Source: an optimization exercise on an open RTL-to-GDS flow (aim: small area). Production flows keep margins and buffers that such runs may drop. Only simulation tests tie the RTL to the original design; equivalence was not proved. The clock port is modelled as an ideal driver; clocking choices that lean on that would not hold on a real chip. Power and IR drop assume default switching activity.

==> flow/design.v <==
module ksum(
    input  logic [11:0] a,
    input  logic [7:0] w0,
    input  logic [1:0] d0,
    input  logic [7:0] w1,
    input  logic [1:0] d1,
    input  logic [7:0] w2,
    input  logic [1:0] d2,
    input  logic [7:0] w3,
    input  logic [1:0] d3,
    input  logic [7:0] w4,
    input  logic [1:0] d4,
    input  logic [7:0] w5,
    input  logic [1:0] d5,
    input  logic [7:0] w6,
    input  logic [1:0] d6,
    input  logic [7:0] w7,
    input  logic [1:0] d7,
    input  logic [7:0] w8,
    input  logic [1:0] d8,
    output logic [13:0] s);
    wire pp1;
    assign pp1 = w1[0] & d1[0];
    wire pp2;
    assign pp2 = w1[0] & d1[1];
    wire pp3;
    assign pp3 = w1[1] & d1[0];
    wire pp4;
    assign pp4 = w1[1] & d1[1];
    wire pp5;
    assign pp5 = w1[2] & d1[0];
    wire pp6;
    assign pp6 = w1[2] & d1[1];
    wire pp7;
    assign pp7 = w1[3] & d1[0];
    wire pp8;
    assign pp8 = w1[3] & d1[1];
    wire pp9;
    assign pp9 = w1[4] & d1[0];
    wire pp10;
    assign pp10 = w1[4] & d1[1];
    wire pp11;
    assign pp11 = w1[5] & d1[0];
    wire pp12;
    assign pp12 = w1[5] & d1[1];
    wire pp13;
    assign pp13 = w1[6] & d1[0];
    wire pp14;
    assign pp14 = w1[6] & d1[1];
    wire pp15;
    assign pp15 = w1[7] & d1[0];
    wire pp16;
    assign pp16 = w1[7] & d1[1];
    wire pp17;
    assign pp17 = w2[0] & d2[0];
    wire pp18;
    assign pp18 = w2[0] & d2[1];
    wire pp19;
    assign pp19 = w2[1] & d2[0];
    wire pp20;
    assign pp20 = w2[1] & d2[1];
    wire pp21;
    assign pp21 = w2[2] & d2[0];
    wire pp22;
    assign pp22 = w2[2] & d2[1];
    wire pp23;
    assign pp23 = w2[3] & d2[0];
    wire pp24;
    assign pp24 = w2[3] & d2[1];
    wire pp25;
    assign pp25 = w2[4] & d2[0];
    wire pp26;
    assign pp26 = w2[4] & d2[1];
    wire pp27;
    assign pp27 = w2[5] & d2[0];
    wire pp28;
    assign pp28 = w2[5] & d2[1];
    wire pp29;
    assign pp29 = w2[6] & d2[0];
    wire pp30;
    assign pp30 = w2[6] & d2[1];
    wire pp31;
    assign pp31 = w2[7] & d2[0];
    wire pp32;
    assign pp32 = w2[7] & d2[1];
    wire pp33;
    assign pp33 = w4[0] & d4[0];
    wire pp34;
    assign pp34 = w4[0] & d4[1];
    wire pp35;
    assign pp35 = w4[1] & d4[0];
    wire pp36;
    assign pp36 = w4[1] & d4[1];
    wire pp37;
    assign pp37 = w4[2] & d4[0];
    wire pp38;
    assign pp38 = w4[2] & d4[1];
    wire pp39;
    assign pp39 = w4[3] & d4[0];
    wire pp40;
    assign pp40 = w4[3] & d4[1];
    wire pp41;
    assign pp41 = w4[4] & d4[0];
    wire pp42;
    assign pp42 = w4[4] & d4[1];
    wire pp43;
    assign pp43 = w4[5] & d4[0];
    wire pp44;
    assign pp44 = w4[5] & d4[1];
    wire pp45;
    assign pp45 = w4[6] & d4[0];
    wire pp46;
    assign pp46 = w4[6] & d4[1];
    wire pp47;
    assign pp47 = w4[7] & d4[0];
    wire pp48;
    assign pp48 = w4[7] & d4[1];
    wire pp49;
    assign pp49 = w5[0] & d5[0];
    wire pp50;
    assign pp50 = w5[0] & d5[1];
    wire pp51;
    assign pp51 = w5[1] & d5[0];
    wire pp52;
    assign pp52 = w5[1] & d5[1];
    wire pp53;
    assign pp53 = w5[2] & d5[0];
    wire pp54;
    assign pp54 = w5[2] & d5[1];
    wire pp55;
    assign pp55 = w5[3] & d5[0];
    wire pp56;
    assign pp56 = w5[3] & d5[1];
    wire pp57;
    assign pp57 = w5[4] & d5[0];
    wire pp58;
    assign pp58 = w5[4] & d5[1];
    wire pp59;
    assign pp59 = w5[5] & d5[0];
    wire pp60;
    assign pp60 = w5[5] & d5[1];
    wire pp61;
    assign pp61 = w5[6] & d5[0];
    wire pp62;
    assign pp62 = w5[6] & d5[1];
    wire pp63;
    assign pp63 = w5[7] & d5[0];
    wire pp64;
    assign pp64 = w5[7] & d5[1];
    wire pp65;
    assign pp65 = w7[0] & d7[0];
    wire pp66;
    assign pp66 = w7[0] & d7[1];
    wire pp67;
    assign pp67 = w7[1] & d7[0];
    wire pp68;
    assign pp68 = w7[1] & d7[1];
    wire pp69;
    assign pp69 = w7[2] & d7[0];
    wire pp70;
    assign pp70 = w7[2] & d7[1];
    wire pp71;
    assign pp71 = w7[3] & d7[0];
    wire pp72;
    assign pp72 = w7[3] & d7[1];
    wire pp73;
    assign pp73 = w7[4] & d7[0];
    wire pp74;
    assign pp74 = w7[4] & d7[1];
    wire pp75;
    assign pp75 = w7[5] & d7[0];
    wire pp76;
    assign pp76 = w7[5] & d7[1];
    wire pp77;
    assign pp77 = w7[6] & d7[0];
    wire pp78;
    assign pp78 = w7[6] & d7[1];
    wire pp79;
    assign pp79 = w7[7] & d7[0];
    wire pp80;
    assign pp80 = w7[7] & d7[1];
    wire pp81;
    assign pp81 = w8[0] & d8[0];
    wire pp82;
    assign pp82 = w8[0] & d8[1];
    wire pp83;
    assign pp83 = w8[1] & d8[0];
    wire pp84;
    assign pp84 = w8[1] & d8[1];
    wire pp85;
    assign pp85 = w8[2] & d8[0];
    wire pp86;
    assign pp86 = w8[2] & d8[1];
    wire pp87;
    assign pp87 = w8[3] & d8[0];
    wire pp88;
    assign pp88 = w8[3] & d8[1];
    wire pp89;
    assign pp89 = w8[4] & d8[0];
    wire pp90;
    assign pp90 = w8[4] & d8[1];
    wire pp91;
    assign pp91 = w8[5] & d8[0];
    wire pp92;
    assign pp92 = w8[5] & d8[1];
    wire pp93;
    assign pp93 = w8[6] & d8[0];
    wire pp94;
    assign pp94 = w8[6] & d8[1];
    wire pp95;
    assign pp95 = w8[7] & d8[0];
    wire pp96;
    assign pp96 = w8[7] & d8[1];
    wire pp97;
    assign pp97 = w0[0] & d0[0];
    wire pp98;
    assign pp98 = w0[0] & d0[1];
    wire pp99;
    assign pp99 = w0[1] & d0[0];
    wire pp100;
    assign pp100 = w0[1] & d0[1];
    wire pp101;
    assign pp101 = w0[2] & d0[0];
    wire pp102;
    assign pp102 = w0[2] & d0[1];
    wire pp103;
    assign pp103 = w0[3] & d0[0];
    wire pp104;
    assign pp104 = w0[3] & d0[1];
    wire pp105;
    assign pp105 = w0[4] & d0[0];
    wire pp106;
    assign pp106 = w0[4] & d0[1];
    wire pp107;
    assign pp107 = w0[5] & d0[0];
    wire pp108;
    assign pp108 = w0[5] & d0[1];
    wire pp109;
    assign pp109 = w0[6] & d0[0];
    wire pp110;
    assign pp110 = w0[6] & d0[1];
    wire pp111;
    assign pp111 = w0[7] & d0[0];
    wire pp112;
    assign pp112 = w0[7] & d0[1];
    wire pp113;
    assign pp113 = w3[0] & d3[0];
    wire pp114;
    assign pp114 = w3[0] & d3[1];
    wire pp115;
    assign pp115 = w3[1] & d3[0];
    wire pp116;
    assign pp116 = w3[1] & d3[1];
    wire pp117;
    assign pp117 = w3[2] & d3[0];
    wire pp118;
    assign pp118 = w3[2] & d3[1];
    wire pp119;
    assign pp119 = w3[3] & d3[0];
    wire pp120;
    assign pp120 = w3[3] & d3[1];
    wire pp121;
    assign pp121 = w3[4] & d3[0];
    wire pp122;
    assign pp122 = w3[4] & d3[1];
    wire pp123;
    assign pp123 = w3[5] & d3[0];
    wire pp124;
    assign pp124 = w3[5] & d3[1];
    wire pp125;
    assign pp125 = w3[6] & d3[0];
    wire pp126;
    assign pp126 = w3[6] & d3[1];
    wire pp127;
    assign pp127 = w3[7] & d3[0];
    wire pp128;
    assign pp128 = w3[7] & d3[1];
    wire pp129;
    assign pp129 = w6[0] & d6[0];
    wire pp130;
    assign pp130 = w6[0] & d6[1];
    wire pp131;
    assign pp131 = w6[1] & d6[0];
    wire pp132;
    assign pp132 = w6[1] & d6[1];
    wire pp133;
    assign pp133 = w6[2] & d6[0];
    wire pp134;
    assign pp134 = w6[2] & d6[1];
    wire pp135;
    assign pp135 = w6[3] & d6[0];
    wire pp136;
    assign pp136 = w6[3] & d6[1];
    wire pp137;
    assign pp137 = w6[4] & d6[0];
    wire pp138;
    assign pp138 = w6[4] & d6[1];
    wire pp139;
    assign pp139 = w6[5] & d6[0];
    wire pp140;
    assign pp140 = w6[5] & d6[1];
    wire pp141;
    assign pp141 = w6[6] & d6[0];
    wire pp142;
    assign pp142 = w6[6] & d6[1];
    wire pp143;
    assign pp143 = w6[7] & d6[0];
    wire pp144;
    assign pp144 = w6[7] & d6[1];
    wire s145;
    wire c146;
    assign s145 = a[1] ^ pp2 ^ pp3;
    assign c146 = (a[1] & pp2) | (pp3 & (a[1] ^ pp2));
    wire s147;
    wire c148;
    assign s147 = pp18 ^ pp19 ^ pp34;
    assign c148 = (pp18 & pp19) | (pp34 & (pp18 ^ pp19));
    wire s149;
    wire c150;
    assign s149 = pp35 ^ pp50 ^ pp51;
    assign c150 = (pp35 & pp50) | (pp51 & (pp35 ^ pp50));
    wire s151;
    wire c152;
    assign s151 = a[2] ^ pp4 ^ pp5;
    assign c152 = (a[2] & pp4) | (pp5 & (a[2] ^ pp4));
    wire s153;
    wire c154;
    assign s153 = pp20 ^ pp21 ^ pp36;
    assign c154 = (pp20 & pp21) | (pp36 & (pp20 ^ pp21));
    wire s155;
    wire c156;
    assign s155 = pp37 ^ pp52 ^ pp53;
    assign c156 = (pp37 & pp52) | (pp53 & (pp37 ^ pp52));
    wire s157;
    wire c158;
    assign s157 = pp68 ^ pp69 ^ pp84;
    assign c158 = (pp68 & pp69) | (pp84 & (pp68 ^ pp69));
    wire s159;
    wire c160;
    assign s159 = pp85 ^ pp100;
    assign c160 = pp85 & pp100;
    wire s161;
    wire c162;
    assign s161 = a[3] ^ pp6 ^ pp7;
    assign c162 = (a[3] & pp6) | (pp7 & (a[3] ^ pp6));
    wire s163;
    wire c164;
    assign s163 = pp22 ^ pp23 ^ pp38;
    assign c164 = (pp22 & pp23) | (pp38 & (pp22 ^ pp23));
    wire s165;
    wire c166;
    assign s165 = pp39 ^ pp54 ^ pp55;
    assign c166 = (pp39 & pp54) | (pp55 & (pp39 ^ pp54));
    wire s167;
    wire c168;
    assign s167 = pp70 ^ pp71 ^ pp86;
    assign c168 = (pp70 & pp71) | (pp86 & (pp70 ^ pp71));
    wire s169;
    wire c170;
    assign s169 = pp87 ^ pp102 ^ pp103;
    assign c170 = (pp87 & pp102) | (pp103 & (pp87 ^ pp102));
    wire s171;
    wire c172;
    assign s171 = pp118 ^ pp119;
    assign c172 = pp118 & pp119;
    wire s173;
    wire c174;
    assign s173 = a[4] ^ pp8 ^ pp9;
    assign c174 = (a[4] & pp8) | (pp9 & (a[4] ^ pp8));
    wire s175;
    wire c176;
    assign s175 = pp24 ^ pp25 ^ pp40;
    assign c176 = (pp24 & pp25) | (pp40 & (pp24 ^ pp25));
    wire s177;
    wire c178;
    assign s177 = pp41 ^ pp56 ^ pp57;
    assign c178 = (pp41 & pp56) | (pp57 & (pp41 ^ pp56));
    wire s179;
    wire c180;
    assign s179 = pp72 ^ pp73 ^ pp88;
    assign c180 = (pp72 & pp73) | (pp88 & (pp72 ^ pp73));
    wire s181;
    wire c182;
    assign s181 = pp89 ^ pp104 ^ pp105;
    assign c182 = (pp89 & pp104) | (pp105 & (pp89 ^ pp104));
    wire s183;
    wire c184;
    assign s183 = pp120 ^ pp121 ^ pp136;
    assign c184 = (pp120 & pp121) | (pp136 & (pp120 ^ pp121));
    wire s185;
    wire c186;
    assign s185 = a[5] ^ pp10 ^ pp11;
    assign c186 = (a[5] & pp10) | (pp11 & (a[5] ^ pp10));
    wire s187;
    wire c188;
    assign s187 = pp26 ^ pp27 ^ pp42;
    assign c188 = (pp26 & pp27) | (pp42 & (pp26 ^ pp27));
    wire s189;
    wire c190;
    assign s189 = pp43 ^ pp58 ^ pp59;
    assign c190 = (pp43 & pp58) | (pp59 & (pp43 ^ pp58));
    wire s191;
    wire c192;
    assign s191 = pp74 ^ pp75 ^ pp90;
    assign c192 = (pp74 & pp75) | (pp90 & (pp74 ^ pp75));
    wire s193;
    wire c194;
    assign s193 = pp91 ^ pp106 ^ pp107;
    assign c194 = (pp91 & pp106) | (pp107 & (pp91 ^ pp106));
    wire s195;
    wire c196;
    assign s195 = pp122 ^ pp123 ^ pp138;
    assign c196 = (pp122 & pp123) | (pp138 & (pp122 ^ pp123));
    wire s197;
    wire c198;
    assign s197 = a[6] ^ pp12 ^ pp13;
    assign c198 = (a[6] & pp12) | (pp13 & (a[6] ^ pp12));
    wire s199;
    wire c200;
    assign s199 = pp28 ^ pp29 ^ pp44;
    assign c200 = (pp28 & pp29) | (pp44 & (pp28 ^ pp29));
    wire s201;
    wire c202;
    assign s201 = pp45 ^ pp60 ^ pp61;
    assign c202 = (pp45 & pp60) | (pp61 & (pp45 ^ pp60));
    wire s203;
    wire c204;
    assign s203 = pp76 ^ pp77 ^ pp92;
    assign c204 = (pp76 & pp77) | (pp92 & (pp76 ^ pp77));
    wire s205;
    wire c206;
    assign s205 = pp93 ^ pp108 ^ pp109;
    assign c206 = (pp93 & pp108) | (pp109 & (pp93 ^ pp108));
    wire s207;
    wire c208;
    assign s207 = pp124 ^ pp125 ^ pp140;
    assign c208 = (pp124 & pp125) | (pp140 & (pp124 ^ pp125));
    wire s209;
    wire c210;
    assign s209 = a[7] ^ pp14 ^ pp15;
    assign c210 = (a[7] & pp14) | (pp15 & (a[7] ^ pp14));
    wire s211;
    wire c212;
    assign s211 = pp30 ^ pp31 ^ pp46;
    assign c212 = (pp30 & pp31) | (pp46 & (pp30 ^ pp31));
    wire s213;
    wire c214;
    assign s213 = pp47 ^ pp62 ^ pp63;
    assign c214 = (pp47 & pp62) | (pp63 & (pp47 ^ pp62));
    wire s215;
    wire c216;
    assign s215 = pp78 ^ pp79 ^ pp94;
    assign c216 = (pp78 & pp79) | (pp94 & (pp78 ^ pp79));
    wire s217;
    wire c218;
    assign s217 = pp95 ^ pp110 ^ pp111;
    assign c218 = (pp95 & pp110) | (pp111 & (pp95 ^ pp110));
    wire s219;
    wire c220;
    assign s219 = pp126 ^ pp127 ^ pp142;
    assign c220 = (pp126 & pp127) | (pp142 & (pp126 ^ pp127));
    wire s221;
    wire c222;
    assign s221 = a[8] ^ pp16 ^ pp32;
    assign c222 = (a[8] & pp16) | (pp32 & (a[8] ^ pp16));
    wire s223;
    wire c224;
    assign s223 = pp48 ^ pp64;
    assign c224 = pp48 & pp64;
    wire s225;
    wire c226;
    assign s225 = a[0] ^ pp1;
    assign c226 = a[0] & pp1;
    wire s227;
    wire c228;
    assign s227 = pp66 ^ pp67 ^ pp82;
    assign c228 = (pp66 & pp67) | (pp82 & (pp66 ^ pp67));
    wire s229;
    wire c230;
    assign s229 = pp83 ^ pp98 ^ pp99;
    assign c230 = (pp83 & pp98) | (pp99 & (pp83 ^ pp98));
    wire s231;
    wire c232;
    assign s231 = pp114 ^ pp115;
    assign c232 = pp114 & pp115;
    wire s233;
    wire c234;
    assign s233 = pp101 ^ pp116 ^ pp117;
    assign c234 = (pp101 & pp116) | (pp117 & (pp101 ^ pp116));
    wire s235;
    wire c236;
    assign s235 = pp132 ^ pp133 ^ s151;
    assign c236 = (pp132 & pp133) | (s151 & (pp132 ^ pp133));
    wire s237;
    wire c238;
    assign s237 = s153 ^ s155 ^ s157;
    assign c238 = (s153 & s155) | (s157 & (s153 ^ s155));
    wire s239;
    wire c240;
    assign s239 = s159 ^ c146;
    assign c240 = s159 & c146;
    wire s241;
    wire c242;
    assign s241 = pp134 ^ pp135 ^ s161;
    assign c242 = (pp134 & pp135) | (s161 & (pp134 ^ pp135));
    wire s243;
    wire c244;
    assign s243 = s163 ^ s165 ^ s167;
    assign c244 = (s163 & s165) | (s167 & (s163 ^ s165));
    wire s245;
    wire c246;
    assign s245 = s169 ^ s171 ^ c152;
    assign c246 = (s169 & s171) | (c152 & (s169 ^ s171));
    wire s247;
    wire c248;
    assign s247 = c154 ^ c156 ^ c158;
    assign c248 = (c154 & c156) | (c158 & (c154 ^ c156));
    wire s249;
    wire c250;
    assign s249 = pp137 ^ s173 ^ s175;
    assign c250 = (pp137 & s173) | (s175 & (pp137 ^ s173));
    wire s251;
    wire c252;
    assign s251 = s177 ^ s179 ^ s181;
    assign c252 = (s177 & s179) | (s181 & (s177 ^ s179));
    wire s253;
    wire c254;
    assign s253 = s183 ^ c162 ^ c164;
    assign c254 = (s183 & c162) | (c164 & (s183 ^ c162));
    wire s255;
    wire c256;
    assign s255 = c166 ^ c168 ^ c170;
    assign c256 = (c166 & c168) | (c170 & (c166 ^ c168));
    wire s257;
    wire c258;
    assign s257 = pp139 ^ s185 ^ s187;
    assign c258 = (pp139 & s185) | (s187 & (pp139 ^ s185));
    wire s259;
    wire c260;
    assign s259 = s189 ^ s191 ^ s193;
    assign c260 = (s189 & s191) | (s193 & (s189 ^ s191));
    wire s261;
    wire c262;
    assign s261 = s195 ^ c174 ^ c176;
    assign c262 = (s195 & c174) | (c176 & (s195 ^ c174));
    wire s263;
    wire c264;
    assign s263 = c178 ^ c180 ^ c182;
    assign c264 = (c178 & c180) | (c182 & (c178 ^ c180));
    wire s265;
    wire c266;
    assign s265 = pp141 ^ s197 ^ s199;
    assign c266 = (pp141 & s197) | (s199 & (pp141 ^ s197));
    wire s267;
    wire c268;
    assign s267 = s201 ^ s203 ^ s205;
    assign c268 = (s201 & s203) | (s205 & (s201 ^ s203));
    wire s269;
    wire c270;
    assign s269 = s207 ^ c186 ^ c188;
    assign c270 = (s207 & c186) | (c188 & (s207 ^ c186));
    wire s271;
    wire c272;
    assign s271 = c190 ^ c192 ^ c194;
    assign c272 = (c190 & c192) | (c194 & (c190 ^ c192));
    wire s273;
    wire c274;
    assign s273 = pp143 ^ s209 ^ s211;
    assign c274 = (pp143 & s209) | (s211 & (pp143 ^ s209));
    wire s275;
    wire c276;
    assign s275 = s213 ^ s215 ^ s217;
    assign c276 = (s213 & s215) | (s217 & (s213 ^ s215));
    wire s277;
    wire c278;
    assign s277 = s219 ^ c198 ^ c200;
    assign c278 = (s219 & c198) | (c200 & (s219 ^ c198));
    wire s279;
    wire c280;
    assign s279 = c202 ^ c204 ^ c206;
    assign c280 = (c202 & c204) | (c206 & (c202 ^ c204));
    wire s281;
    wire c282;
    assign s281 = pp80 ^ pp96 ^ pp112;
    assign c282 = (pp80 & pp96) | (pp112 & (pp80 ^ pp96));
    wire s283;
    wire c284;
    assign s283 = pp128 ^ pp144 ^ s221;
    assign c284 = (pp128 & pp144) | (s221 & (pp128 ^ pp144));
    wire s285;
    wire c286;
    assign s285 = s223 ^ c210 ^ c212;
    assign c286 = (s223 & c210) | (c212 & (s223 ^ c210));
    wire s287;
    wire c288;
    assign s287 = c214 ^ c216 ^ c218;
    assign c288 = (c214 & c216) | (c218 & (c214 ^ c216));
    wire s289;
    wire c290;
    assign s289 = pp17 ^ pp33 ^ pp49;
    assign c290 = (pp17 & pp33) | (pp49 & (pp17 ^ pp33));
    wire s291;
    wire c292;
    assign s291 = pp65 ^ pp81;
    assign c292 = pp65 & pp81;
    wire s293;
    wire c294;
    assign s293 = pp130 ^ pp131 ^ s145;
    assign c294 = (pp130 & pp131) | (s145 & (pp130 ^ pp131));
    wire s295;
    wire c296;
    assign s295 = s147 ^ s149 ^ s227;
    assign c296 = (s147 & s149) | (s227 & (s147 ^ s149));
    wire s297;
    wire c298;
    assign s297 = s229 ^ s231;
    assign c298 = s229 & s231;
    wire s299;
    wire c300;
    assign s299 = c148 ^ c150 ^ s233;
    assign c300 = (c148 & c150) | (s233 & (c148 ^ c150));
    wire s301;
    wire c302;
    assign s301 = s235 ^ s237 ^ s239;
    assign c302 = (s235 & s237) | (s239 & (s235 ^ s237));
    wire s303;
    wire c304;
    assign s303 = c228 ^ c230 ^ c232;
    assign c304 = (c228 & c230) | (c232 & (c228 ^ c230));
    wire s305;
    wire c306;
    assign s305 = c160 ^ s241 ^ s243;
    assign c306 = (c160 & s241) | (s243 & (c160 ^ s241));
    wire s307;
    wire c308;
    assign s307 = s245 ^ s247 ^ c234;
    assign c308 = (s245 & s247) | (c234 & (s245 ^ s247));
    wire s309;
    wire c310;
    assign s309 = c236 ^ c238 ^ c240;
    assign c310 = (c236 & c238) | (c240 & (c236 ^ c238));
    wire s311;
    wire c312;
    assign s311 = c172 ^ s249 ^ s251;
    assign c312 = (c172 & s249) | (s251 & (c172 ^ s249));
    wire s313;
    wire c314;
    assign s313 = s253 ^ s255 ^ c242;
    assign c314 = (s253 & s255) | (c242 & (s253 ^ s255));
    wire s315;
    wire c316;
    assign s315 = c244 ^ c246 ^ c248;
    assign c316 = (c244 & c246) | (c248 & (c244 ^ c246));
    wire s317;
    wire c318;
    assign s317 = c184 ^ s257 ^ s259;
    assign c318 = (c184 & s257) | (s259 & (c184 ^ s257));
    wire s319;
    wire c320;
    assign s319 = s261 ^ s263 ^ c250;
    assign c320 = (s261 & s263) | (c250 & (s261 ^ s263));
    wire s321;
    wire c322;
    assign s321 = c252 ^ c254 ^ c256;
    assign c322 = (c252 & c254) | (c256 & (c252 ^ c254));
    wire s323;
    wire c324;
    assign s323 = c196 ^ s265 ^ s267;
    assign c324 = (c196 & s265) | (s267 & (c196 ^ s265));
    wire s325;
    wire c326;
    assign s325 = s269 ^ s271 ^ c258;
    assign c326 = (s269 & s271) | (c258 & (s269 ^ s271));
    wire s327;
    wire c328;
    assign s327 = c260 ^ c262 ^ c264;
    assign c328 = (c260 & c262) | (c264 & (c260 ^ c262));
    wire s329;
    wire c330;
    assign s329 = c208 ^ s273 ^ s275;
    assign c330 = (c208 & s273) | (s275 & (c208 ^ s273));
    wire s331;
    wire c332;
    assign s331 = s277 ^ s279 ^ c266;
    assign c332 = (s277 & s279) | (c266 & (s277 ^ s279));
    wire s333;
    wire c334;
    assign s333 = c268 ^ c270 ^ c272;
    assign c334 = (c268 & c270) | (c272 & (c268 ^ c270));
    wire s335;
    wire c336;
    assign s335 = c220 ^ s281 ^ s283;
    assign c336 = (c220 & s281) | (s283 & (c220 ^ s281));
    wire s337;
    wire c338;
    assign s337 = s285 ^ s287 ^ c274;
    assign c338 = (s285 & s287) | (c274 & (s285 ^ s287));
    wire s339;
    wire c340;
    assign s339 = c276 ^ c278 ^ c280;
    assign c340 = (c276 & c278) | (c280 & (c276 ^ c278));
    wire s341;
    wire c342;
    assign s341 = a[9] ^ c222 ^ c224;
    assign c342 = (a[9] & c222) | (c224 & (a[9] ^ c222));
    wire s343;
    wire c344;
    assign s343 = c282 ^ c284 ^ c286;
    assign c344 = (c282 & c284) | (c286 & (c282 ^ c284));
    wire s345;
    wire c346;
    assign s345 = pp97 ^ pp113 ^ pp129;
    assign c346 = (pp97 & pp113) | (pp129 & (pp97 ^ pp113));
    wire s347;
    wire c348;
    assign s347 = c226 ^ s293 ^ s295;
    assign c348 = (c226 & s293) | (s295 & (c226 ^ s293));
    wire s349;
    wire c350;
    assign s349 = s297 ^ c290;
    assign c350 = s297 & c290;
    wire s351;
    wire c352;
    assign s351 = s299 ^ s301 ^ s303;
    assign c352 = (s299 & s301) | (s303 & (s299 ^ s301));
    wire s353;
    wire c354;
    assign s353 = c294 ^ c296 ^ c298;
    assign c354 = (c294 & c296) | (c298 & (c294 ^ c296));
    wire s355;
    wire c356;
    assign s355 = s305 ^ s307 ^ s309;
    assign c356 = (s305 & s307) | (s309 & (s305 ^ s307));
    wire s357;
    wire c358;
    assign s357 = c300 ^ c302 ^ c304;
    assign c358 = (c300 & c302) | (c304 & (c300 ^ c302));
    wire s359;
    wire c360;
    assign s359 = s311 ^ s313 ^ s315;
    assign c360 = (s311 & s313) | (s315 & (s311 ^ s313));
    wire s361;
    wire c362;
    assign s361 = c306 ^ c308 ^ c310;
    assign c362 = (c306 & c308) | (c310 & (c306 ^ c308));
    wire s363;
    wire c364;
    assign s363 = s317 ^ s319 ^ s321;
    assign c364 = (s317 & s319) | (s321 & (s317 ^ s319));
    wire s365;
    wire c366;
    assign s365 = c312 ^ c314 ^ c316;
    assign c366 = (c312 & c314) | (c316 & (c312 ^ c314));
    wire s367;
    wire c368;
    assign s367 = s323 ^ s325 ^ s327;
    assign c368 = (s323 & s325) | (s327 & (s323 ^ s325));
    wire s369;
    wire c370;
    assign s369 = c318 ^ c320 ^ c322;
    assign c370 = (c318 & c320) | (c322 & (c318 ^ c320));
    wire s371;
    wire c372;
    assign s371 = s329 ^ s331 ^ s333;
    assign c372 = (s329 & s331) | (s333 & (s329 ^ s331));
    wire s373;
    wire c374;
    assign s373 = c324 ^ c326 ^ c328;
    assign c374 = (c324 & c326) | (c328 & (c324 ^ c326));
    wire s375;
    wire c376;
    assign s375 = s335 ^ s337 ^ s339;
    assign c376 = (s335 & s337) | (s339 & (s335 ^ s337));
    wire s377;
    wire c378;
    assign s377 = c330 ^ c332 ^ c334;
    assign c378 = (c330 & c332) | (c334 & (c330 ^ c332));
    wire s379;
    wire c380;
    assign s379 = c288 ^ s341 ^ s343;
    assign c380 = (c288 & s341) | (s343 & (c288 ^ s341));
    wire s381;
    wire c382;
    assign s381 = c336 ^ c338 ^ c340;
    assign c382 = (c336 & c338) | (c340 & (c336 ^ c338));
    wire s383;
    wire c384;
    assign s383 = a[10] ^ c342;
    assign c384 = a[10] & c342;
    wire s385;
    wire c386;
    assign s385 = s225 ^ s289;
    assign c386 = s225 & s289;
    wire s387;
    wire c388;
    assign s387 = c292 ^ s347 ^ s349;
    assign c388 = (c292 & s347) | (s349 & (c292 ^ s347));
    wire s389;
    wire c390;
    assign s389 = s351 ^ s353 ^ c348;
    assign c390 = (s351 & s353) | (c348 & (s351 ^ s353));
    wire s391;
    wire c392;
    assign s391 = s355 ^ s357 ^ c352;
    assign c392 = (s355 & s357) | (c352 & (s355 ^ s357));
    wire s393;
    wire c394;
    assign s393 = s359 ^ s361 ^ c356;
    assign c394 = (s359 & s361) | (c356 & (s359 ^ s361));
    wire s395;
    wire c396;
    assign s395 = s363 ^ s365 ^ c360;
    assign c396 = (s363 & s365) | (c360 & (s363 ^ s365));
    wire s397;
    wire c398;
    assign s397 = s367 ^ s369 ^ c364;
    assign c398 = (s367 & s369) | (c364 & (s367 ^ s369));
    wire s399;
    wire c400;
    assign s399 = s371 ^ s373 ^ c368;
    assign c400 = (s371 & s373) | (c368 & (s371 ^ s373));
    wire s401;
    wire c402;
    assign s401 = s375 ^ s377 ^ c372;
    assign c402 = (s375 & s377) | (c372 & (s375 ^ s377));
    wire s403;
    wire c404;
    assign s403 = s379 ^ s381 ^ c376;
    assign c404 = (s379 & s381) | (c376 & (s379 ^ s381));
    wire s405;
    wire c406;
    assign s405 = c344 ^ s383 ^ c380;
    assign c406 = (c344 & s383) | (c380 & (c344 ^ s383));
    wire s407;
    wire c408;
    assign s407 = s291 ^ s345;
    assign c408 = s291 & s345;
    wire s409;
    wire c410;
    assign s409 = c346 ^ s387 ^ c386;
    assign c410 = (c346 & s387) | (c386 & (c346 ^ s387));
    wire s411;
    wire c412;
    assign s411 = c350 ^ s389 ^ c388;
    assign c412 = (c350 & s389) | (c388 & (c350 ^ s389));
    wire s413;
    wire c414;
    assign s413 = c354 ^ s391 ^ c390;
    assign c414 = (c354 & s391) | (c390 & (c354 ^ s391));
    wire s415;
    wire c416;
    assign s415 = c358 ^ s393 ^ c392;
    assign c416 = (c358 & s393) | (c392 & (c358 ^ s393));
    wire s417;
    wire c418;
    assign s417 = c362 ^ s395 ^ c394;
    assign c418 = (c362 & s395) | (c394 & (c362 ^ s395));
    wire s419;
    wire c420;
    assign s419 = c366 ^ s397 ^ c396;
    assign c420 = (c366 & s397) | (c396 & (c366 ^ s397));
    wire s421;
    wire c422;
    assign s421 = c370 ^ s399 ^ c398;
    assign c422 = (c370 & s399) | (c398 & (c370 ^ s399));
    wire s423;
    wire c424;
    assign s423 = c374 ^ s401 ^ c400;
    assign c424 = (c374 & s401) | (c400 & (c374 ^ s401));
    wire s425;
    wire c426;
    assign s425 = c378 ^ s403 ^ c402;
    assign c426 = (c378 & s403) | (c402 & (c378 ^ s403));
    wire s427;
    wire c428;
    assign s427 = c382 ^ s405 ^ c404;
    assign c428 = (c382 & s405) | (c404 & (c382 ^ s405));
    wire s429;
    wire c430;
    assign s429 = a[11] ^ c384 ^ c406;
    assign c430 = (a[11] & c384) | (c406 & (a[11] ^ c384));
    wire s431;
    wire c432;
    assign s431 = s385 ^ s407;
    assign c432 = s385 & s407;
    wire s433;
    wire c434;
    assign s433 = s409 ^ c408 ^ c432;
    assign c434 = (s409 & c408) | (c432 & (s409 ^ c408));
    wire s435;
    wire c436;
    assign s435 = s411 ^ c410 ^ c434;
    assign c436 = (s411 & c410) | (c434 & (s411 ^ c410));
    wire s437;
    wire c438;
    assign s437 = s413 ^ c412 ^ c436;
    assign c438 = (s413 & c412) | (c436 & (s413 ^ c412));
    wire s439;
    wire c440;
    assign s439 = s415 ^ c414 ^ c438;
    assign c440 = (s415 & c414) | (c438 & (s415 ^ c414));
    wire s441;
    wire c442;
    assign s441 = s417 ^ c416 ^ c440;
    assign c442 = (s417 & c416) | (c440 & (s417 ^ c416));
    wire s443;
    wire c444;
    assign s443 = s419 ^ c418 ^ c442;
    assign c444 = (s419 & c418) | (c442 & (s419 ^ c418));
    wire s445;
    wire c446;
    assign s445 = s421 ^ c420 ^ c444;
    assign c446 = (s421 & c420) | (c444 & (s421 ^ c420));
    wire s447;
    wire c448;
    assign s447 = s423 ^ c422 ^ c446;
    assign c448 = (s423 & c422) | (c446 & (s423 ^ c422));
    wire s449;
    wire c450;
    assign s449 = s425 ^ c424 ^ c448;
    assign c450 = (s425 & c424) | (c448 & (s425 ^ c424));
    wire s451;
    wire c452;
    assign s451 = s427 ^ c426 ^ c450;
    assign c452 = (s427 & c426) | (c450 & (s427 ^ c426));
    wire s453;
    wire c454;
    assign s453 = s429 ^ c428 ^ c452;
    assign c454 = (s429 & c428) | (c452 & (s429 ^ c428));
    wire s455;
    wire c456;
    assign s455 = c430 ^ c454;
    assign c456 = c430 & c454;
    assign s = {c456, s455, s453, s451, s449, s447, s445, s443, s441, s439, s437, s435, s433, s431};
endmodule
module apb_convolver(
    input  logic                      HCLK,
    input  logic                      HRESETn,
    input  logic               [11:0] PADDR,
    input  logic               [31:0] PWDATA,
    input  logic                      PWRITE,
    input  logic                      PSEL,
    input  logic                      PENABLE,
    output logic               [31:0] PRDATA,
    output logic                      PREADY,
    output logic                      PSLVERR,
    output logic               [3:0]  irq_o,
    output logic                      mem_wen_n,
    output logic               [10:0] mem_addr,
    output logic               [31:0] mem_wdata,
    input  logic               [31:0] mem_rdata
    );
    logic [2:0] rel_addr;
    assign rel_addr = PADDR[4:2];
    assign PREADY  = 1'b1;
    assign PSLVERR = 1'b0;
    assign irq_o   = 4'b0;
    logic wensel, shift, setup_in, display, clc, addr_increment;
    assign wensel         = PWRITE & PENABLE & PSEL;
    assign shift          = wensel & (rel_addr == 3'd3);
    assign setup_in       = PSEL & ~PENABLE & PWRITE & (rel_addr == 3'd3);
    assign display        = wensel & (rel_addr == 3'd4) &  PWDATA[0];
    assign clc            = wensel & (rel_addr == 3'd4) & ~PWDATA[0];
    assign addr_increment = ~PWRITE & PENABLE & PSEL & rel_addr[2];
    logic [31:0] qw1, qw2, qw3, q_inp, h1, h2, q_out;
    logic        q_0, q_1, q_2, q_3, q_4, pa;
    always_ff @(posedge HCLK, negedge HRESETn)
        if (~HRESETn) begin
            q_out <= '0;
            q_0 <= 1'b0; q_1 <= 1'b0; q_2 <= 1'b0; q_3 <= 1'b0; q_4 <= 1'b0; pa <= 1'b0;
        end else begin
            if (q_4) q_out <= mem_rdata;
            q_0 <= shift;
            q_1 <= q_0;
            q_2 <= q_1 && (counter >= 5'd3) && (counter <= 5'd28);
            q_3 <= rel_addr[2];
            q_4 <= q_3;
            pa  <= setup_in;
        end
    always_comb begin
        case (rel_addr)
            3'd0: PRDATA = qw1;
            3'd1: PRDATA = qw2;
            3'd2: PRDATA = qw3;
            3'd3: PRDATA = q_inp;
            3'd5: PRDATA = q_out;
            default: PRDATA = 32'b0;
        endcase
    end
    logic [31:0] wdata;
    assign wdata = PWDATA & {32{HRESETn}};
    always_ff @(posedge HCLK) begin
        if (~HRESETn || (wensel && rel_addr == 3'd0)) qw1 <= wdata;
        if (~HRESETn || (wensel && rel_addr == 3'd1)) qw2 <= wdata;
        if (~HRESETn || (wensel && rel_addr == 3'd2)) qw3 <= wdata;
        if (~HRESETn || shift)                        q_inp <= wdata;
    end
    always_ff @(posedge HCLK)
        if (shift) begin
            h1 <= q_inp;
            h2 <= h1;
        end
    localparam logic [1:0] RESET = 2'd0, CALC = 2'd1, DISPLAY = 2'd2;
    logic [1:0]  state, next_state;
    logic [10:0] address, next_address;
    logic [4:0]  counter, next_counter;
    logic        WRITEn;
    always_ff @(posedge HCLK, negedge HRESETn)
        if (~HRESETn) begin
            state   <= RESET;
            address <= '0;
            counter <= '0;
        end else begin
            state   <= next_state;
            address <= next_address;
            counter <= next_counter;
        end
    always_comb begin
        WRITEn       = 1'b1;
        next_address = address;
        next_counter = counter;
        next_state   = state;
        case (state)
            RESET: begin
                WRITEn = 1'b0;
                next_address = address + 1'b1;
                if (address == 11'd338) begin
                    next_state   = CALC;
                    next_address = '0;
                end
            end
            CALC: begin
                WRITEn = ~q_2;
                if (q_2)
                    next_address = address + 1'b1;
                else if (shift)
                    next_counter = (counter == 5'd28) ? 5'd1 : counter + 1'b1;
                else if (display) begin
                    next_address = '0;
                    next_state   = DISPLAY;
                    next_counter = '0;
                end
            end
            DISPLAY: begin
                if (addr_increment)
                    next_address = address + 1'b1;
                else if (clc) begin
                    next_address = '0;
                    next_state   = CALC;
                end
            end
            default: ;
        endcase
    end
    assign mem_wen_n = WRITEn;
    assign mem_addr  = address;
    logic ph0;
    assign ph0 = ~(pa | q_0 | q_1);
    logic [1:0] dC [4], dB [4], dA [4];    
    always_comb
        for (int k = 0; k < 4; k++) begin
            dC[k] = ({2{ph0}} & PWDATA[8*k+0 +: 2]) | ({2{pa}} & PWDATA[8*k+2 +: 2])
                  | ({2{q_0}} & q_inp[8*k+4 +: 2])  | ({2{q_1}} & q_inp[8*k+6 +: 2]);
            dB[k] = ({2{ph0}} & q_inp[8*k+0 +: 2])  | ({2{pa}} & q_inp[8*k+2 +: 2])
                  | ({2{q_0}} & h1[8*k+4 +: 2])     | ({2{q_1}} & h1[8*k+6 +: 2]);
            dA[k] = ({2{ph0}} & h1[8*k+0 +: 2])     | ({2{pa}} & h1[8*k+2 +: 2])
                  | ({2{q_0}} & h2[8*k+4 +: 2])     | ({2{q_1}} & h2[8*k+6 +: 2]);
        end
    logic [13:0] acc_up, acc_lo, nx_up, nx_lo;
    logic [1:0]  sv_up, sv_lo;
    logic [11:0] fb_up, fb_lo;
    assign fb_up = ph0 ? 12'd0 : acc_up[13:2];
    assign fb_lo = ph0 ? 12'd0 : acc_lo[13:2];
    ksum k_up (.a(fb_up), .s(nx_up),
        .w0(qw1[7:0]), .d0(dC[3]), .w1(qw1[15:8]), .d1(dB[3]), .w2(qw1[23:16]), .d2(dA[3]),
        .w3(qw2[7:0]), .d3(dC[2]), .w4(qw2[15:8]), .d4(dB[2]), .w5(qw2[23:16]), .d5(dA[2]),
        .w6(qw3[7:0]), .d6(dC[1]), .w7(qw3[15:8]), .d7(dB[1]), .w8(qw3[23:16]), .d8(dA[1]));
    ksum k_lo (.a(fb_lo), .s(nx_lo),
        .w0(qw1[7:0]), .d0(dC[2]), .w1(qw1[15:8]), .d1(dB[2]), .w2(qw1[23:16]), .d2(dA[2]),
        .w3(qw2[7:0]), .d3(dC[1]), .w4(qw2[15:8]), .d4(dB[1]), .w5(qw2[23:16]), .d5(dA[1]),
        .w6(qw3[7:0]), .d6(dC[0]), .w7(qw3[15:8]), .d7(dB[0]), .w8(qw3[23:16]), .d8(dA[0]));
    always_ff @(posedge HCLK, negedge HRESETn)
        if (~HRESETn) begin
            acc_up <= '0; acc_lo <= '0; sv_up <= '0; sv_lo <= '0;
        end else begin
            acc_up <= nx_up;
            acc_lo <= nx_lo;
            sv_up  <= acc_up[1:0];
            sv_lo  <= acc_lo[1:0];
        end
    assign mem_wdata = {acc_up, sv_up, acc_lo, sv_lo};
endmodule
==> flow/flow/run.sh <==
#!/bin/bash
# Own layout flow, built on the standard ORFS flow (standard.sh):
#  1. the standard synthesis (standard.sh synth, synth_recipe.tcl), with only the ABC
#     mapping script replaced by flow/abc.script (area-oriented mapping); the registers are
#     mapped before ABC runs, so they are the standard synthesis's registers;
#  2. flow/polarity.py rewrites the synthesised netlist's inverters: full adders are
#     self-dual and many gates have a complementary cell, so it picks their polarities to
#     need fewer inverters (registers and the logic function are unchanged);
#  3. the standard floorplan and placement, with port buffers of sky130_fd_sc_hd__buf_1
#     (instead of clkdlybuf4s50_1);
#  5. the rest of the standard flow.
# Each tool's full output goes to a log file of its own in the work folder (flow_*.log);
# ORFS's per-step logs are under orfs/logs/.
set -euo pipefail
RES=orfs/results/${FLOW_PLATFORM}/apb_convolver/base
LIB=${FLOW_HOME}/platforms/${FLOW_PLATFORM}/lib/sky130_fd_sc_hd__tt_025C_1v80.lib
BP="BUFFER_PORTS_ARGS=-buffer_cell sky130_fd_sc_hd__buf_1"

# synthesis: the standard synthesis script, with only its ABC mapping script replaced
# by flow/abc.script (area-oriented mapping); registers are mapped before ABC runs, so they
# are the standard synthesis's registers.
sed "s#log_cmd abc {\*}\$abc_args#lset abc_args [expr {[lsearch \$abc_args -script] + 1}] $PWD/flow/abc.script\n  log_cmd abc {*}\$abc_args#" \
  ${FLOW_HOME}/scripts/synth.tcl > synth_own.tcl
sed "s#source \$::env(SCRIPTS_DIR)/synth.tcl#source $PWD/synth_own.tcl#" synth_recipe.tcl > synth_recipe_own.tcl
bash standard.sh "SYNTH_SCRIPT=$PWD/synth_recipe_own.tcl" synth > flow_synth.log 2>&1
cp ${RES}/1_2_yosys.v ${RES}/1_2_yosys.standard.v
python3 flow/polarity.py ${RES}/1_2_yosys.standard.v ${RES}/1_2_yosys.pol.v ${LIB} > flow_polarity.log 2>&1
cp ${RES}/1_2_yosys.pol.v ${RES}/1_2_yosys.v
rm -f ${RES}/1_synth.odb ${RES}/1_synth.sdc

bash standard.sh "$BP" place > flow_place.log 2>&1

BASE="-sink_clustering_enable -repair_clock_nets -dont_use_dummy_load"
TRIALS=(
  "-buf_list sky130_fd_sc_hd__clkbuf_4 -sink_clustering_size 8 -sink_clustering_max_diameter 80"
  "-buf_list sky130_fd_sc_hd__clkbuf_4 -sink_clustering_size 10 -sink_clustering_max_diameter 60"
  "-buf_list sky130_fd_sc_hd__clkbuf_4 -sink_clustering_size 8 -sink_clustering_max_diameter 60"
  "-buf_list sky130_fd_sc_hd__clkbuf_8 -sink_clustering_size 14 -sink_clustering_max_diameter 60"
  "-buf_list sky130_fd_sc_hd__clkbuf_4 -sink_clustering_size 10 -sink_clustering_max_diameter 35"
  "-buf_list sky130_fd_sc_hd__clkbuf_8 -sink_clustering_size 10 -sink_clustering_max_diameter 60"
)
best_args="$BASE -buf_list sky130_fd_sc_hd__clkbuf_4"
best_area=1e9
: > flow_cts_trials.log
for i in "${!TRIALS[@]}"; do
  args="$BASE ${TRIALS[$i]}"
  line=$(CTS_TRY_ARGS="$args" CTS_TRY_ODB=${RES}/3_place.odb CTS_TRY_SDC=${RES}/3_place.sdc \
         openroad -no_init -exit flow/cts_trial.tcl 2>&1 | tee -a flow_cts_trials.log | grep CTS_TRIAL || true)
  echo "trial $i: $args -> $line" >> flow_cts_trials.log
  area=$(echo "$line" | awk '{print $3}'); slew=$(echo "$line" | awk '{print $5}')
  if [[ -n "$area" && -n "$slew" ]] && awk -v s="$slew" -v a="$area" -v b="$best_area" 'BEGIN{exit !(s < 0.108 && a < b)}'; then
    best_area=$area; best_args="$args"
  fi
done
echo "chosen: $best_args (clock cells $best_area um2)" >> flow_cts_trials.log

bash standard.sh "$BP" "CTS_ARGS=$best_args" finish > flow_layout.log 2>&1
==> flow/flow/abc.script <==
strash
ifraig
dch -f
amap -m
topo
==> flow/flow/cts_trial.tcl <==
# Trial clock tree on the placed design: prints the clock cells' area and the largest
# slew at a register clock pin. Reads CTS_TRY_ARGS, CTS_TRY_ODB, CTS_TRY_SDC from the environment.
set P $::env(FLOW_HOME)/platforms/$::env(FLOW_PLATFORM)
read_lef $P/lef/sky130_fd_sc_hd.tlef
read_lef $P/lef/sky130_fd_sc_hd_merged.lef
read_liberty $P/lib/sky130_fd_sc_hd__tt_025C_1v80.lib
read_db $::env(CTS_TRY_ODB)
read_sdc $::env(CTS_TRY_SDC)
source $P/setRC.tcl
clock_tree_synthesis {*}$::env(CTS_TRY_ARGS)
set_propagated_clock [all_clocks]
estimate_parasitics -placement
set a 0
foreach inst [get_cells *] {
  set m [get_property $inst ref_name]
  if {[string match "*clkbuf*" $m] || [string match "*clkinv*" $m]} {
    set a [expr {$a + [get_property [get_lib_cells */$m] area]}]
  }
}
set mx 0
foreach pin [get_pins -hierarchical */CLK] {
  set s [get_property $pin slew_max]
  if {$s > $mx} { set mx $s }
}
puts "CTS_TRIAL area $a slew $mx"
==> flow/flow/polarity.py <==
#!/usr/bin/env python3
"""Inverter-polarity optimisation of a flat sky130hd gate netlist written by Yosys.

Two kinds of cell may change the polarity of what they drive:
  - a full adder (fa) is self-dual, FA(~a,~b,~c) = (~sum, ~cout), so it may be
    "flipped": fed the complements of its inputs it drives the complements of
    its outputs;
  - a simple gate may be swapped for its complementary cell (nand2 <-> and2,
    xnor2 <-> xor2, a21oi <-> a21o, mux2i <-> mux2, ...), which has the same
    inputs and drives the complement of the output.
All of the netlist's inverters (except any that drive an output port) are
removed, a polarity is chosen for every such cell by simulated annealing to
minimise (inverter area + swapped-cell area change), and one inverter is put
back for every signal whose complement is still needed. The function of every
output and register input is unchanged; registers are untouched.

usage: polarity2.py IN.v OUT.v [LIBERTY]
"""
import re, sys, random, math
from collections import defaultdict

P = "sky130_fd_sc_hd__"
INV = P + "inv_1"
LIB = sys.argv[3] if len(sys.argv) > 3 else \
    "/OpenROAD-flow-scripts/flow/platforms/sky130hd/lib/sky130_fd_sc_hd__tt_025C_1v80.lib"
PAIRS = [("nand2_1", "Y", "and2_1", "X"), ("nand2_1", "Y", "and2_0", "X"),
         ("nor2_1", "Y", "or2_1", "X"), ("nor2_1", "Y", "or2_0", "X"),
         ("nand3_1", "Y", "and3_1", "X"), ("nor3_1", "Y", "or3_1", "X"),
         ("nand4_1", "Y", "and4_1", "X"), ("nor4_1", "Y", "or4_1", "X"),
         ("xnor2_1", "Y", "xor2_1", "X"),
         ("a21oi_1", "Y", "a21o_1", "X"), ("o21ai_0", "Y", "o21a_1", "X"),
         ("o21ai_1", "Y", "o21a_1", "X"),
         ("a22oi_1", "Y", "a22o_1", "X"), ("o22ai_1", "Y", "o22a_1", "X"),
         ("a211oi_1", "Y", "a211o_1", "X"), ("o211ai_1", "Y", "o211a_1", "X"),
         ("a31oi_1", "Y", "a31o_1", "X"), ("o31ai_1", "Y", "o31a_1", "X"),
         ("a2bb2oi_1", "Y", "a2bb2o_1", "X"), ("o2bb2ai_1", "Y", "o2bb2a_1", "X"),
         ("a21boi_0", "Y", "a21bo_1", "X"), ("o21bai_1", "Y", "o21ba_1", "X"),
         ("mux2i_1", "Y", "mux2_1", "X")]
SWAP = {}
for a, pa, b, pb in PAIRS:
    SWAP.setdefault(P + a, (P + b, pa, pb))
    SWAP.setdefault(P + b, (P + a, pb, pa))
AREA = {}
_n = None
for l in open(LIB):
    mm = re.match(r'\s*cell\s*\(\s*"?(\w+)"?\s*\)', l)
    if mm:
        _n = mm.group(1)
    mm = re.match(r'\s*area\s*:\s*([\d.]+)', l)
    if mm and _n:
        AREA[_n] = float(mm.group(1)); _n = None
INV_AREA = AREA[INV]

src = open(sys.argv[1]).read()
m = re.search(r"^module\s+(\w+)\s*\((.*?)\);", src, re.S | re.M)
head_end = m.end()
endm = src.rindex("endmodule")
body = src[head_end:endm]
inst_re = re.compile(r"^\s*(sky130_fd_sc_hd__\w+)\s+(\S+)\s*\((.*?)\);\s*$", re.S | re.M)
pin_re = re.compile(r"\.(\w+)\(\s*(.*?)\s*\)\s*(?:,|$)", re.S)
cells = []
for im in inst_re.finditer(body):
    cells.append([im.group(1), im.group(2), [(p, n.strip()) for p, n in pin_re.findall(im.group(3))]])
first_inst = inst_re.search(body).start()
decls = body[:first_inst]
assert inst_re.sub("", body[first_inst:]).strip() == ""
port_dir = {}
for d, rng, names in re.findall(r"^\s*(input|output|inout)\s+(\[[^\]]*\])?\s*([^;]+);", decls, re.M):
    for n in names.split(","):
        port_dir[n.strip()] = d
def port_kind(net):
    return port_dir.get(net.split("[")[0].strip())

OUTPINS = {"X", "Y", "Q", "Q_N", "SUM", "COUT", "HI", "LO", "GCLK"}
def is_const(n):
    return n == "" or n.startswith("1'b") or n.startswith("'")

inv_of = {}
n_inv = 0
for c in cells:
    if c[0].startswith(P + "inv_") or c[0].startswith(P + "clkinv_"):
        n_inv += 1
        pins = dict(c[2])
        if port_kind(pins["Y"]) != "output":
            inv_of[pins["Y"]] = pins["A"]
def root(net):
    par = 0
    while net in inv_of:
        net = inv_of[net]; par ^= 1
    return net, par
def removed(c):
    return (c[0].startswith(P + "inv_") or c[0].startswith(P + "clkinv_")) and dict(c[2])["Y"] in inv_of

# nodes: fa cells (flip inputs and outputs) and swappable gates (flip output)
is_fa = {}
node_out = {}      # cell idx -> list of output nets
drv_node = {}      # net -> cell idx whose polarity sets it
swap_gain = {}     # cell idx -> area change when flipped
for i, c in enumerate(cells):
    typ = c[0]
    if typ.startswith(P + "fa_"):
        outs = [n for p, n in c[2] if p in ("SUM", "COUT")]
        if any(port_kind(n) == "output" for n in outs):
            continue
        is_fa[i] = True
        node_out[i] = outs
        swap_gain[i] = 0.0
    elif typ in SWAP:
        outs = [n for p, n in c[2] if p in OUTPINS]
        if len(outs) != 1 or port_kind(outs[0]) == "output":
            continue
        is_fa[i] = False
        node_out[i] = outs
        swap_gain[i] = AREA[SWAP[typ][0]] - AREA[typ]
    else:
        continue
    for n in node_out[i]:
        drv_node[n] = i
nodes = list(node_out)

uses = defaultdict(list)    # root -> [(cell idx, parity)]
in_roots = defaultdict(set)
for i, c in enumerate(cells):
    if removed(c):
        continue
    for p, n in c[2]:
        if p in OUTPINS or is_const(n):
            continue
        r, par = root(n)
        uses[r].append((i, par))
        if is_fa.get(i):
            in_roots[i].add(r)
flip = defaultdict(int)
def need(r):
    ph = flip[drv_node[r]] if r in drv_node else 0
    for i, par in uses[r]:
        if par ^ (flip[i] if is_fa.get(i) else 0) ^ ph:
            return 1
    return 0
touch = {i: set(node_out[i]) | in_roots[i] for i in nodes}
def local(i):
    return sum(need(r) for r in touch[i]) * INV_AREA + (swap_gain[i] if flip[i] else 0.0)
cost = sum(need(r) for r in uses) * INV_AREA
start = cost
random.seed(1)
best = cost; best_flip = dict(flip)
T = 2.0
steps = 200 * len(nodes)
for s in range(steps):
    T = 2.0 * (1 - s / steps) + 0.01
    i = random.choice(nodes)
    c0 = local(i)
    flip[i] ^= 1
    d = local(i) - c0
    if d <= 0 or random.random() < math.exp(-d / T):
        cost += d
        if cost < best - 1e-9:
            best = cost; best_flip = dict(flip)
    else:
        flip[i] ^= 1
flip = defaultdict(int, best_flip)
improved = True
while improved:
    improved = False
    for i in nodes:
        c0 = local(i); flip[i] ^= 1
        if local(i) < c0 - 1e-9:
            improved = True
        else:
            flip[i] ^= 1
ninv = sum(need(r) for r in uses)
dswap = sum(swap_gain[i] for i in nodes if flip[i])
sys.stderr.write(f"polarity: {n_inv} inverters in, {ninv} out; {sum(1 for i in nodes if flip[i] and is_fa[i])} fa flipped, "
                 f"{sum(1 for i in nodes if flip[i] and not is_fa[i])} gates swapped (area {dswap:+.1f}); "
                 f"net area change {(ninv - n_inv) * INV_AREA + dswap:+.1f} um2\n")

newdecl, inv_net = [], {}
def comp_net(r):
    if r not in inv_net:
        nn = f"_pol{len(inv_net) + 1}_"
        inv_net[r] = nn
        newdecl.append(f"  wire {nn};\n")
    return inv_net[r]
out_cells = []
for i, c in enumerate(cells):
    if removed(c):
        continue
    typ, name, pl = c
    if flip[i] and not is_fa.get(i, True):
        newtyp, oldpin, newpin = SWAP[typ]
        typ = newtyp
        pl = [(newpin if p == oldpin else p, n) for p, n in pl]
    npl = []
    for p, n in pl:
        if p in OUTPINS or is_const(n):
            npl.append((p, n)); continue
        r, par = root(n)
        ph = flip[drv_node[r]] if r in drv_node else 0
        q = par ^ (flip[i] if is_fa.get(i) else 0) ^ ph
        npl.append((p, comp_net(r) if q else r))
    out_cells.append((typ, name, npl))
for k, (r, nn) in enumerate(inv_net.items()):
    ph = flip[drv_node[r]] if r in drv_node else 0
    out_cells.append((INV, f"_polinv{k + 1}_", [("A", r), ("Y", nn)]))
def esc(n):
    return n + " " if n.startswith("\\") else n
def fmt(c):
    typ, name, pl = c
    return f"  {typ} {esc(name)} (\n" + ",\n".join(f"    .{p}({esc(n)})" for p, n in pl) + "\n  );\n"
open(sys.argv[2], "w").write(src[:head_end] + decls + "".join(newdecl) + "".join(fmt(c) for c in out_cells) + src[endm:])
==> flow/standard.sh <==
#!/bin/bash
# synth_recipe.tcl (not shown) runs the flow's synth.tcl, then flattens the netlist and writes it again
# the make line also repeats each setting of config.mk as NAME=value (left out here)
make -C /OpenROAD-flow-scripts/flow DESIGN_CONFIG=/design/flow/config.mk WORK_HOME=/design/flow/orfs CLKGATE_MAP_FILE= SYNTH_SCRIPT=/design/flow/synth_recipe.tcl "${@:-finish}"
==> flow/config.mk <==
export PLATFORM = sky130hd
export DESIGN_NAME = apb_convolver
export DESIGN_NICKNAME = apb_convolver
export VERILOG_FILES = /design/flow/design.v
export SDC_FILE = /design/flow/constraint.sdc
export NUM_CORES = 4
export LEC_CHECK = 0
export ABC_AREA = 1
export CAP_MARGIN = 20
export CORE_MARGIN = 2
export CORE_UTILIZATION = 60
export SLEW_MARGIN = 20
==> flow/constraint.sdc <==
create_clock -name core_clock -period 10.0 [get_ports {HCLK}]
set_input_delay 2.0000 -clock core_clock [delete_from_list [all_inputs] [get_ports {HCLK}]]
set_output_delay 2.0000 -clock core_clock [all_outputs]
set_load 0.01 [all_outputs]
==> results by group, run 1 <==
Status
  – Status: finished clean

Hold path
  – Hold path start: acc_lo[0]
  – Hold Crit Class: flip-flop to flip-flop
  – Hold Path Cell Cnt: 0
  – End point of the worst hold path: sv_lo[0]

Timing
  – Slew HR: 0.397
  – Final setup fails: 0
  – Setup TNS: 0 ns
  – Unrepaired setup endpoints after global routing: false
  – Clock skew: 0.0318 ns
  – Final Hold Viols: 0
  – Minimum clock period: 9.43 ns
  – Tcrit/Tclk final: 0.943
  – Achievable Freq: 0.106 GHz
  – Fin worst setup slack: 0.568 ns
  – Slew of the pin with the lowest slew margin: 0.904 ns
  – Final Slew Violations: 0

Placed design
  – Hpwl dp: 36400 um
  – Setup WS pre-CTS: -0.136 ns
  – PortBufs: approximately 150
  – Gp weighted congestion: 0.929
  – Cells after DPL: 1916

Cells and area
  – Nets@finish: 1975
  – Final Util: 0.674
  – Cell Count, Final, Fillers Out: roughly 2000
  – Share of layout cells above drive strength 1: 0.0700
  – Area Growth Syn to Fin: 10.7%

Global route
  – First-pass GRT wire length: 76300 um
  – Initial antenna violation count: 2
  – Vias in the first global route: 13100
  – Largest net degree at the start of global routing: 54
  – Overall Global Routing Usage: 0.343
  – Grt total ovfl: 0

Clock network
  – CTS buffer count: 39
  – Cts repair resizes: 0
  – Clk sinks: 264
  – CTS tree: done
  – Reg clk slew, reported paths: 0.10 ns
  – Setup Fix Bufs, Post-CTS: 0
  – CTS Hold Bufs: 0
  – Clock latency on the worst-skew pair: 0.67 ns

Setup path
  – Worst setup path class: flip-flop to flip-flop
  – Crit path buffers/inverters: 1
  – Crit Path Max Fanout: 10
  – Largest stage delay, worst path: approximately 0.70 ns
  – Critical path's top delay family: adder cells
  – Arrival time worst endpoint: 9.97 ns
  – R2R Path Start: q_1
  – Crit path top cell by count: fa_1
  – R2r setup slk: 0.57 ns
  – R2R depth: 21
  – CP endpoint kind: flip-flop
  – CP Launch Type: flip-flop
  – Critical path cell sequence: buf_4, a222oi_1, a21boi_2, nor2_1, fa_1, fa_1, fa_1, fa_1, fa_1, fa_1, fa_1, fa_1, fa_1, fa_1, fa_1, fa_1, fa_1, fa_1, fa_1, fa_1, ha_1
  – CP Data Required Time: 10.54 ns
  – Crit path max-delay cell type: a21boi_2
  – Reg2reg end: acc_up[12]

Floorplan
  – Io pins: 163
  – Die height: 174 um
  – Initial Util: 0.609
  – Width of the die: 174 um
  – Core area: 28600 um2
  – Row count: 62
  – DIE AREA: 30400 um2

Drt
  – ANT nets after route: 0
  – DR iter-0 viols: 1311
  – First-pass DRT Iterations: 6
  – DRC: 0
  – Via count: 12000
  – Drt wl/cell: ~25 um
  – Vias per Instance: 6.15
  – Final WL: 48700 um

Pwr
  – Pwr Density: 295 nW/um2
  – Peak supply drop: about 480 uV
  – Pleak: roughly 8 nW
  – Final Power: about 5.7 mW

Yosys
  – Synthesized cell area: 17400 um2
  – Synth warn: 7
  – Mean post-synth cell area: around 13 um2
  – Cell count after synthesis: 1327

Run
  – Max cap viols: 0
[state kept, by name, summed over array words and instances (netlist names)]
| register | flops |
|---|---|
| sv_lo | 2 |
| q_2 | 1 |
| qw2 | 32 |
| qw1 | 32 |
| h1 | 32 |
| h2 | 16 |
| pa | 1 |
| sv_up | 2 |
| qw3 | 32 |
| q_4 | 1 |
| q_3 | 1 |
| q_0 | 1 |
| acc_up | 14 |
| q_1 | 1 |
| q_out | 32 |
| counter | 5 |
| address | 11 |
| acc_lo | 14 |
| q_inp | 32 |
| state | 2 |
[metal layers]
layer | wire length [um] | track usage | vias up | part of all wire
met3 | 4440 | 0.0619 | 138 | 0.091
li1 | - | - | 5067 | -
met2 | 23100 | 0.549 | 638 | 0.47
met5 | 0 | 0 | - | 0
met1 | 18900 | 0.471 | 6203 | 0.39
met4 | 2300 | 0.143 | 0 | 0.047
[report_power, final]
| part | internal, mW | switching, mW |
|---|---|---|
| Clock | 0.179 | 0.360 |
| Combinational | 1.70 | 1.98 |
| Sequential | 1.41 | 0.0589 |
[worst max-delay path by stage]
stage / startpoint / cells past startpoint / to / slack, ns
floorplan: PWDATA[18] / 18 / acc_lo[12] / -0.04
global placement: PWDATA[11] / 21 / acc_up[12] / -0.05
detailed placement: PWDATA[11] / 21 / acc_up[12] / -0.14
CTS: q_0 / 22 / acc_up[12] / 0.57
global route: q_1 / 21 / acc_up[12] / 0.27
finish: q_1 / 21 / acc_up[12] / 0.57
[cell usage in the layout (no fill, tap or decap), types with 3 or more instances in the layout]
cell type,count
a211oi_1,3
a21boi_0,4
a21boi_1,9
a21oi_1,16
a221oi_1,14
a222oi_1,39
a22o_1,3
and2_1,16
buf_1,146
buf_4,59
clkbuf_4,40
conb_1,6
dfrtp_1,88
edfxtp_1,176
fa_1,284
ha_1,36
inv_1,133
nand2_1,13
nand3_1,7
nor2_1,310
nor2b_1,39
nor3_1,7
o21ai_0,19
o21ai_4,3
o221ai_1,24
o22a_1,27
o22ai_1,16
o311a_1,3
o32ai_1,3
[layout make-up]
type | instances | area (um2)
multi-input combinational | 927 | 9490
sequential | 264 | 7490
clock buffer | 39 | 293
tap | 384 | 480
timing repair buffer | 208 | 1050
inverter | 134 | 503
fill | 2220 | 9320
antenna | 2 | 5.00
[stage by stage]
step	hold slack [ns]	instance area, um2
4_1_cts	0.374	19300
5_1_grt	0.392	19300
2_1_floorplan	0.331	17500
3_3_place_gp	0.340	19000
6_report	0.372	19300
3_5_place_dp	0.348	19000
==> inputs of run 2 (changes only) <==
--- a/flow/flow/run.sh
+++ b/flow/flow/run.sh
@@ -1,7 +1,5 @@
 #!/bin/bash
 # Own layout flow, built on the standard ORFS flow (standard.sh):
-#  1. the standard synthesis (standard.sh synth, synth_recipe.tcl), with only the ABC
-#     mapping script replaced by flow/abc.script (area-oriented mapping); the registers are
-#     mapped before ABC runs, so they are the standard synthesis's registers;
+#  1. the standard synthesis, unchanged (standard.sh synth);
 #  2. flow/polarity.py rewrites the synthesised netlist's inverters: full adders are
 #     self-dual and many gates have a complementary cell, so it picks their polarities to
==> run 2 against run 1 <==
  * Sequential share of layout area did not move
  * Total power stayed put
  * Area after synthesis is the same
  * First-iteration DRC count stayed put
  * Cell area stayed put
  * Maximum frequency did not move
  * Largest cell class unchanged
  * Synthesized cell count did not move
  * Clock power about the same
==> results by group, run 2 <==
Cells and area
  – Most frequent cells in the layout: nor2_1, fa_1, edfxtp_1
  – Share of layout cells above drive strength 1: 0.0700 (unchanged)
  – Final Cell Area: 19300 um2 (unchanged)
  – Commonest non-fill, non-tap cell in the layout: nor2_1
  – Nets@finish: 1975 (unchanged)
  – Area Growth Syn to Fin: 10.7% (unchanged)

Placed design
  – PortBufs: 147 (unchanged)
  – Area after DPL: 19000 um2 (unchanged)
  – Gp weighted congestion: 0.929 (unchanged)
  – Hpwl dp: 36400 um (unchanged)

Timing
  – Fin Hold WS: 0.372 ns (unchanged)
  – Minimum clock period: 9.43 ns (unchanged)
  – Final setup fails: 0 (unchanged)
  – Achievable Freq: 0.106 GHz (unchanged)
  – Slew HR: 0.397 (unchanged)
  – Slew of the pin with the lowest slew margin: 0.904 ns (unchanged)
  – Tcrit/Tclk final: 0.943 (unchanged)
  – Unrepaired setup endpoints after global routing: false
  – Clock skew: 0.0318 ns (unchanged)
  – Final Slew Violations: 0 (unchanged)
  – Final Hold Viols: 0 (unchanged)

Clock network
  – CTS tree: done
  – Cts repair resizes: 0 (unchanged)
  – Clk sinks: 264 (unchanged)
  – CTS buffer count: 39 (unchanged)
  – CTS Hold Bufs: 0 (unchanged)
  – Reg clk slew, reported paths: 0.10 ns (about the same)
  – Clock latency on the worst-skew pair: 0.67 ns (about the same)
  – Setup Fix Bufs, Post-CTS: 0 (unchanged)

Setup path
  – CP Data Required Time: 10.54 ns (about the same)
  – R2r setup slk: 0.57 ns (about the same)
  – Crit Path Max Fanout: 10 (unchanged)
  – Arrival time worst endpoint: 9.97 ns (about the same)
  – CP Launch Type: flip-flop
  – R2R Path Start: q_1
  – Worst setup path class: flip-flop to flip-flop
  – Launch point of the worst path: q_1
  – CP endpoint kind: flip-flop

Drt
  – Final WL: 48700 um (unchanged)
  – DRC: 0 (unchanged)
  – ANT nets after route: 0 (unchanged)
  – First-pass DRT Iterations: 6 (unchanged)
  – Via count: 12000 (unchanged)
  – Drt wl/cell: 24.9 um (unchanged)
  – Vias per Instance: 6.15 (unchanged)
  – DR iter-0 viols: 1311 (unchanged)

Floorplan
  – Initial Util: 0.609 (unchanged)
  – Core area: 28600 um2 (unchanged)
  – Io pins: 163 (unchanged)
  – Row count: 62 (unchanged)
  – DIE AREA: 30400 um2 (unchanged)
  – Width of the die: 174 um (unchanged)
  – Die height: 174 um (unchanged)

Global route
  – Initial antenna violation count: 2 (unchanged)
  – Largest net degree at the start of global routing: 54 (unchanged)
  – Vias in the first global route: 13100 (unchanged)
  – Overall Global Routing Usage: 0.343 (unchanged)
  – Grt total ovfl: 0 (unchanged)
  – First-pass GRT wire length: 76300 um (unchanged)

Yosys
  – Mean post-synth cell area: 13.1 um2 (unchanged)
  – Synth warn: 7 (unchanged)
  – Cell count after synthesis: 1327 (unchanged)
  – Synthesized cell area: 17400 um2 (unchanged)

Pwr
  – Clock share of power: 0.095 (about the same)
  – Peak supply drop: 479 uV (unchanged)
  – Pwr Density: 295 nW/um2 (unchanged)
  – Sequential Power Share: 0.257 (about the same)
  – Internal power: 3.29 mW (unchanged)
  – Pleak: 8.19 nW (unchanged)
  – Comb power frac: 0.648 (about the same)
  – Switching power: 2.40 mW (unchanged)
  – Switching part of the total: 0.422 (unchanged)

Status
  – Status: finished clean

Hold path
  – Hold Crit Class: flip-flop to flip-flop
  – Hold path start: acc_lo[0]

Run
  – Max cap viols: 0 (unchanged)
-- run 2: metrics by stage --
| step | instances | worst slack [ns] | power [mW] | util | TNS (ns) |
|---|---|---|---|---|---|
| floorplan | 1331 | -0.0415 | 4.01 | - | -0.0415 |
| global placement | 1916 | -0.0451 | 5.11 | 0.663 | -0.0485 |
| detailed placement | 1916 | -0.136 | 5.27 | 0.663 | -0.262 |
| CTS | 1955 | 0.567 | 5.84 | 0.673 | 0 |
| global route | 1957 | 0.266 | 6.30 | 0.674 | 0 |
| finish | 1958 | 0.568 | 5.69 | 0.674 | 0 |
-- run 2: area by class of cell --
cell class                 instances  area (um2)
antenna                            2        5.00
fill                            2220        9320
sequential                       264        7490
clock buffer                      39         293
tap                              384         480
timing repair buffer             208        1050
inverter                         134         503
multi-input combinational        927        9490
-- run 2: worst paths after layout --
check	end	cells after the start
max	acc_up[12]	21
min	sv_lo[0]	0
max reg2reg	acc_up[12]	21
min reg2reg	sv_lo[0]	0
max in group asynchronous	q_out[23]	2
min in group asynchronous	q_out[31]	1
-- run 2: worst max-delay path, stage by stage, from the launching register on --
cell      delay (ns)
dfrtp_1         0.56
buf_4           0.27
a222oi_1        0.22
a21boi_2        0.70
nor2_1          0.14
fa_1            0.58
fa_1            0.43
fa_1            0.50
fa_1            0.51
fa_1            0.59
fa_1            0.46
fa_1            0.45
fa_1            0.39
fa_1            0.42
fa_1            0.41
fa_1            0.41
fa_1            0.40
fa_1            0.42
fa_1            0.40
fa_1            0.39
fa_1            0.37
ha_1            0.27
-- run 2: layer usage --
metal	vias to the layer above	part of all wire	global-route usage
met1	6203	0.39	0.471
met3	138	0.091	0.0619
li1	5067	-	-
met5	-	0	0
met4	0	0.047	0.143
met2	638	0.47	0.549
-- run 2: power groups by stage --
stage          clock network (mW)  logic (mW)  registers [mW]
2_1_floorplan                   0        2.51            1.50
3_3_place_gp                    0        3.62            1.49
3_5_place_dp                    0        3.78            1.49
4_1_cts                     0.550        3.82            1.47
5_1_grt                     0.599        4.22            1.48
6_report                    0.540        3.69            1.47

-- separate check: timing with driven ports --
No port has a modelled driver above. Below, the same layouts with a new extraction and two added sets of constraints. Step 1 assumes that a clkbuf_16 drives the clock port and a buf_2 every other input. Step 2, shift: input delay + t, output delay - t, t = (earliest + latest rising clock arrival at the registers) / 2. This alone moves slack from input paths to output paths. Three values: ideal, step 1, step 2; two values: the first two.
run	t, ns	slack for setup (ns)	worst data-port slew with drivers (ns)
run 1	0.701	0.568 / 0.568 / -0.058	0.07
run 2	0.701	0.568 / 0.568 / -0.058	0.07
Met with ideal ports but missed after step 2: setup timing in run 1 and run 2.
